From an optimization exercise on the open Yosys and OpenROAD flow, aimed at small area; shortcuts taken in it are not production practice.
In this exercise RTL edits were held to simulation tests only and were not proved equivalent to the original.

==> 10-14 <==
// clock
module clock(
    input clk,
    input rst,
    input adjust, up, up_ten,
    input h24, world_clock,
    input usa, england, spain,
    input sw_stopwatch,
    input sw_timer,
    input sw_alarm_set,
    input btn_stp_start,
    input btn_stp_reset,
    input btn_alarm_toggle,
    input btn_alarm_stop,
    output [7:0] seg_data, seg_com, seg7,
    output am, pm,
    output led4, led6, led8,
    output LCD_RS, LCD_RW, LCD_E,
    output [7:0] LCD_DATA,
    output [3:0] rgb_r,
    output piezo_out
    );
clock: 20.0 ns
lec_check: 0
abc_area: 1
cap_margin: 20
core_margin: 2
core_utilization: 65
cts_buf_list: sky130_fd_sc_hd__clkbuf_8
slew_margin: 20
standard.sh (not shown) runs the stock make flow with config.mk's settings and CLKGATE_MAP_FILE= SYNTH_SCRIPT=/design/flow/synth_recipe.tcl, a recipe that flattens the netlist after the stock synthesis.
==> flow/flow/run.sh <==
#!/bin/bash
set -euo pipefail
W=$(pwd)
F="$W/flow"

# ORFS's synth.tcl with the ABC script of the logic mapping replaced
sed 's#log_cmd abc {\*}$abc_args#log_cmd abc {*}[lreplace $abc_args 1 1 $::env(MY_ABC_SCRIPT)]#' \
    "$FLOW_HOME/scripts/synth.tcl" > "$W/synth_mod.tcl"
grep -q MY_ABC_SCRIPT "$W/synth_mod.tcl"
sed "s#source \$::env(SCRIPTS_DIR)/synth.tcl#source $W/synth_mod.tcl#" \
    "$W/synth_recipe.tcl" > "$W/my_synth.tcl"
grep -q synth_mod "$W/my_synth.tcl"
# The standard flow's layout command with that synthesis script
sed "s#SYNTH_SCRIPT=[^ ]*#SYNTH_SCRIPT=$W/my_synth.tcl ADDER_MAP_FILE= 'BUFFER_PORTS_ARGS=-buffer_cell sky130_fd_sc_hd__buf_1'#" \
    "$W/standard.sh" > "$W/my_standard.sh"
grep -q my_synth "$W/my_standard.sh"

export MY_ABC_SCRIPT="$F/area.abc"
bash "$W/my_standard.sh" > "$W/flow_make.log" 2>&1
test -f "$W/out/final.def"
==> flow/flow/area.abc <==
strash
ifraig
&get -n
&deepsyn -T 60
&put
dc2
dch -f
amap
topo
==> 01-04: changes against 10-14 <==
--- a/flow/design.v
+++ b/flow/design.v
@@ -58,37 +58,36 @@
     wire ast_p = btn_alarm_stop & ~p_ast;
     wire tc_adj_p = adjust & nomode & ~(p_adj & p_nm);
     wire tc_up_p = up & nomode & ~(p_up & p_nm);
     wire tc_upt_p = up_ten & nomode & ~(p_upt & p_nm);
     reg [1:0] adjust_mode;
-    reg [1:0] h10; reg [3:0] h1;
+    reg [4:0] hr;            
+    reg [4:0] ahr;           
     reg [2:0] m10; reg [3:0] m1;
     reg [2:0] s10; reg [3:0] s1;
     always @(posedge clk or posedge rst) begin
         if (rst) adjust_mode <= 0;
         else if (tc_adj_p) adjust_mode <= adjust_mode + 1'b1;
     end
     assign {led4, led6, led8} = (adjust_mode == 2'd1) ? 3'b001 :
                                 (adjust_mode == 2'd2) ? 3'b010 :
                                 (adjust_mode == 2'd3) ? 3'b100 : 3'b111;
-    wire h_wrap = (h10 == 2'd2) && (h1 == 4'd3);
+    wire [4:0] hr_inc = (hr == 5'd23) ? 5'd0 : hr + 5'd1;
     always @(posedge clk or posedge rst) begin
         if (rst) begin
-            h10 <= 0; h1 <= 0; m10 <= 0; m1 <= 0; s10 <= 0; s1 <= 0;
+            hr <= 0; m10 <= 0; m1 <= 0; s10 <= 0; s1 <= 0;
         end else begin
             if (adjust_mode == 0 && tick_1hz) begin
                 if (s1 == 9) begin
                     s1 <= 0;
                     if (s10 == 5) begin
                         s10 <= 0;
                         if (m1 == 9) begin
                             m1 <= 0;
                             if (m10 == 5) begin
                                 m10 <= 0;
-                                if (h_wrap) begin h10 <= 0; h1 <= 0; end
-                                else if (h1 == 9) begin h1 <= 0; h10 <= h10 + 1'b1; end
-                                else h1 <= h1 + 1'b1;
+                                hr <= hr_inc;
                             end else m10 <= m10 + 1'b1;
                         end else m1 <= m1 + 1'b1;
                     end else s10 <= s10 + 1'b1;
                 end else s1 <= s1 + 1'b1;
             end
@@ -105,53 +104,45 @@
                             m1 <= 0;
                             if (m10 == 5) m10 <= 0; else m10 <= m10 + 1'b1;
                         end else m1 <= m1 + 1'b1;
                     end
                     2'd3: begin
-                        if (h_wrap) begin h10 <= 0; h1 <= 0; end
-                        else if (h1 == 9) begin h1 <= 0; h10 <= h10 + 1'b1; end
-                        else h1 <= h1 + 1'b1;
+                        hr <= hr_inc;
                     end
                     default: ;
                 endcase
             end
             else if (tc_upt_p) begin
                 case (adjust_mode)
                     2'd1: if (s10 >= 5) s10 <= 0; else s10 <= s10 + 1'b1;
                     2'd2: if (m10 >= 5) m10 <= 0; else m10 <= m10 + 1'b1;
-                    2'd3: begin
-                        if (h10 == 2'd2) begin h10 <= 0; h1 <= h1 + 4'd6; end
-                        else if (h10 == 2'd1 && h1 >= 4) begin h10 <= 0; h1 <= h1 - 4'd4; end
-                        else h10 <= h10 + 1'b1;
-                    end
+                    2'd3: hr <= (hr >= 5'd14) ? hr - 5'd14 : hr + 5'd10;
                     default: ;
                 endcase
             end
         end
     end
+    wire al_disp = sw_alarm_set;
+    wire [4:0] hx = al_disp ? ahr : hr;
     reg [4:0] w;
     reg [3:0] dh10, dh1;
     reg am_r, pm_r;
     always @(*) begin
-        w = h10 * 5'd10 + h1;
-        if (world_clock) begin
-            if (usa) w = (w < 14) ? w + 5'd10 : w - 5'd14;
-            else if (england) w = (w < 9) ? w + 5'd15 : w - 5'd9;
-            else if (spain) w = (w < 8) ? w + 5'd16 : w - 5'd8;
+        w = hx;
+        if (world_clock && !al_disp) begin
+            if (usa) w = (hx < 14) ? hx + 5'd10 : hx - 5'd14;
+            else if (england) w = (hx < 9) ? hx + 5'd15 : hx - 5'd9;
+            else if (spain) w = (hx < 8) ? hx + 5'd16 : hx - 5'd8;
         end
-        am_r = 0; pm_r = 0;
-        if (!(h24 || world_clock)) begin
-            if (w < 12) begin
-                am_r = 1;
-                if (w == 0) w = 12;
-            end else begin
-                pm_r = 1;
-                if (w > 12) w = w - 5'd12;
-            end
+        if (!(h24 || world_clock || al_disp)) begin
+            if (hx == 0) w = 12;
+            else if (hx > 12) w = hx - 5'd12;
         end
         dh10 = (w >= 20) ? 4'd2 : (w >= 10) ? 4'd1 : 4'd0;
         dh1 = (w >= 20) ? w - 5'd20 : (w >= 10) ? w - 5'd10 : w;
+        am_r = !(h24 || world_clock) && (hr < 12);
+        pm_r = !(h24 || world_clock) && (hr >= 12);
     end
     assign am = am_r;
     assign pm = pm_r;
     reg sw_run;
     reg [2:0] sm10; reg [3:0] sm1; reg [2:0] ss10; reg [3:0] ss1; reg [3:0] sc10, sc1;
@@ -247,40 +238,40 @@
             end
         end else begin
             tm_alarm <= 0; tm_run <= 0;
         end
     end
-    reg [1:0] ah10; reg [3:0] ah1; reg [2:0] am10; reg [3:0] am1;
+    reg [2:0] am10; reg [3:0] am1;
     reg al_en, al_ring;
     always @(posedge clk or posedge rst) begin
         if (rst) begin
-            {ah10, ah1, am10, am1} <= 0;
+            {ahr, am10, am1} <= 0;
             al_en <= 0;
         end else begin
             if (atg_p) al_en <= ~al_en;
             if (sw_alarm_set) begin
-                if (srs_p) {ah10, ah1, am10, am1} <= 0;
+                if (srs_p) {ahr, am10, am1} <= 0;
                 if (up_p) begin
                     if (am1 == 9) begin
                         am1 <= 0;
                         if (am10 == 5) am10 <= 0; else am10 <= am10 + 1'b1;
                     end else am1 <= am1 + 1'b1;
                 end
                 if (upt_p) begin
-                    if (ah10 == 2 && ah1 == 3) begin ah10 <= 0; ah1 <= 0; end
-                    else if (ah1 == 9) begin ah1 <= 0; ah10 <= ah10 + 1'b1; end
-                    else ah1 <= ah1 + 1'b1;
+                    if (ahr == 5'd23) ahr <= 5'd0;
+                    else if (srs_p && dh1 != 4'd9) ahr <= dh1[3:0] + 5'd1;
+                    else ahr <= ahr + 5'd1;
                 end
             end
         end
     end
     always @(posedge clk or posedge rst) begin
         if (rst) al_ring <= 0;
         else begin
             if (!al_en || (al_ring && ast_p)) al_ring <= 0;
             else if (!sw_alarm_set && !al_ring) begin
-                if (h10 == ah10 && h1 == ah1 && m10 == am10 && m1 == am1 && s10 == 0 && s1 == 0)
+                if (hr == ahr && m10 == am10 && m1 == am1 && s10 == 0 && s1 == 0)
                     al_ring <= 1;
             end
         end
     end
     wire ringing = tm_alarm | al_ring;
@@ -329,11 +320,11 @@
         if (sw_stopwatch) begin
             f_h10 = sm10; f_h1 = sm1; f_m10 = ss10; f_m1 = ss1; f_s10 = sc10; f_s1 = sc1;
         end else if (sw_timer) begin
             f_h10 = 0; f_h1 = 0; f_m10 = tm_m10; f_m1 = tm_m1; f_s10 = tm_s10; f_s1 = tm_s1;
         end else if (sw_alarm_set) begin
-            f_h10 = ah10; f_h1 = ah1; f_m10 = am10; f_m1 = am1; f_s10 = 0; f_s1 = 0;
+            f_h10 = dh10; f_h1 = dh1; f_m10 = am10; f_m1 = am1; f_s10 = 0; f_s1 = 0;
         end else begin
             f_h10 = dh10; f_h1 = dh1; f_m10 = m10; f_m1 = m1; f_s10 = s10; f_s1 = s1;
         end
     end
     reg [7:0] seg_com_r, seg_data_r;
@@ -380,19 +371,18 @@
     reg [7:0] ch;        
     wire [3:0] idx = s[3:0];
     always @(*) begin
         ch = 8'h00;
         if (!s[5]) begin
-            case (s[3:0])
-                4'd0, 4'd2: ch = 8'h38;
-                4'd4: ch = 8'h0C;
-                4'd6: ch = 8'h01;
-                4'd8: ch = 8'h06;
-                4'd10: ch = 8'h80;
-                4'd12: ch = 8'hC0;
-                4'd14: ch = 8'h02;
-                default: ch = 8'h00;
+            case (s[3:1])
+                3'd0, 3'd1: ch = 8'h38;
+                3'd2: ch = 8'h0C;
+                3'd3: ch = 8'h01;
+                3'd4: ch = 8'h06;
+                3'd5: ch = 8'h80;
+                3'd6: ch = 8'hC0;
+                default: ch = 8'h02;
             endcase
         end else if (!s[4]) begin
             if (sw_stopwatch) begin
                 case (idx)
                     0: ch = "M"; 1: ch = "O"; 2: ch = "D"; 3: ch = "E";
@@ -450,11 +440,11 @@
                 endcase
             end else if (sw_alarm_set) begin
                 case (idx)
                     0: ch = "T"; 1: ch = "I"; 2: ch = "M"; 3: ch = "E";
                     4: ch = " "; 5: ch = ":"; 6: ch = " ";
-                    7: ch = {6'b001100, ah10}; 8: ch = {4'b0011, ah1};
+                    7: ch = {4'b0011, dh10}; 8: ch = {4'b0011, dh1};
                     9: ch = ":";
                     10: ch = {5'b00110, am10}; 11: ch = {4'b0011, am1};
                     default: ch = " ";
                 endcase
             end else begin
- CTS_BUF_LIST: sky130_fd_sc_hd__clkbuf_8 -> sky130_fd_sc_hd__clkbuf_4 sky130_fd_sc_hd__clkbuf_8
- CTS_CLUSTER_SIZE: unset -> 10
==> 08-06: changes against 10-14 <==
==> flow/run.sh (new file) <==
#!/bin/bash
# synth_recipe.tcl (not shown) runs the flow's synth.tcl, then flattens the netlist and writes it again
# the make line also repeats each setting of config.mk as NAME=value (left out here)
make -C /OpenROAD-flow-scripts/flow DESIGN_CONFIG=/design/flow/config.mk WORK_HOME=/design/flow/orfs CLKGATE_MAP_FILE= SYNTH_SCRIPT=/design/flow/synth_recipe.tcl finish
- CTS_BUF_LIST: sky130_fd_sc_hd__clkbuf_8 -> unset
removed: flow/flow/run.sh
removed: flow/flow/area.abc
removed: flow/standard.sh
==> notes <==
Maximum frequency: 08-06 is larger than 01-04 (7.7%).
Die area: 08-06 is higher than 10-14 (about 30%).
The lowest first-iteration DRC count belongs to 10-14, the highest to 01-04.
Core utilization, lowest first: 01-04, 10-14, 08-06.
In 01-04 the wire length is smaller than in 10-14, by about 1.9%.
Via count: 01-04 is smaller than 08-06 (about 24%).

-- static timing again, ports no longer ideal --
In the flow no input, the clock included, has a driving cell. The finished layouts below were timed again as built, in two steps.
Step 1, drivers: a clkbuf_16 drives clk and a buf_2 each remaining input, both assumed.
Step 2, shift: input delay + t, output delay - t, t = (earliest + latest rising clock arrival at the registers) / 2. This alone moves slack from input paths to output paths.
Slacks: ideal / step 1 / step 2; pairs: ideal / step 1.
run	shift t [ns]	slack for setup (ns)	hold slack, ns	worst setup path after step 2	pins driven straight from the clock port
10-14	0.534	6.316 / 6.292 / 6.292	0.449 / 0.449 / 0.449	input to output	1
01-04	0.535	6.379 / 6.354 / 6.354	0.456 / 0.456 / 0.456	input to output	1
08-06	0.493	7.350 / 7.323 / 7.323	0.473 / 0.473 / 0.473	input to output	1
After both steps every run listed still meets setup and hold. The setup slack of 08-06, which loses most, moves by -0.027 ns with the drivers and by -0.027 ns with both steps.
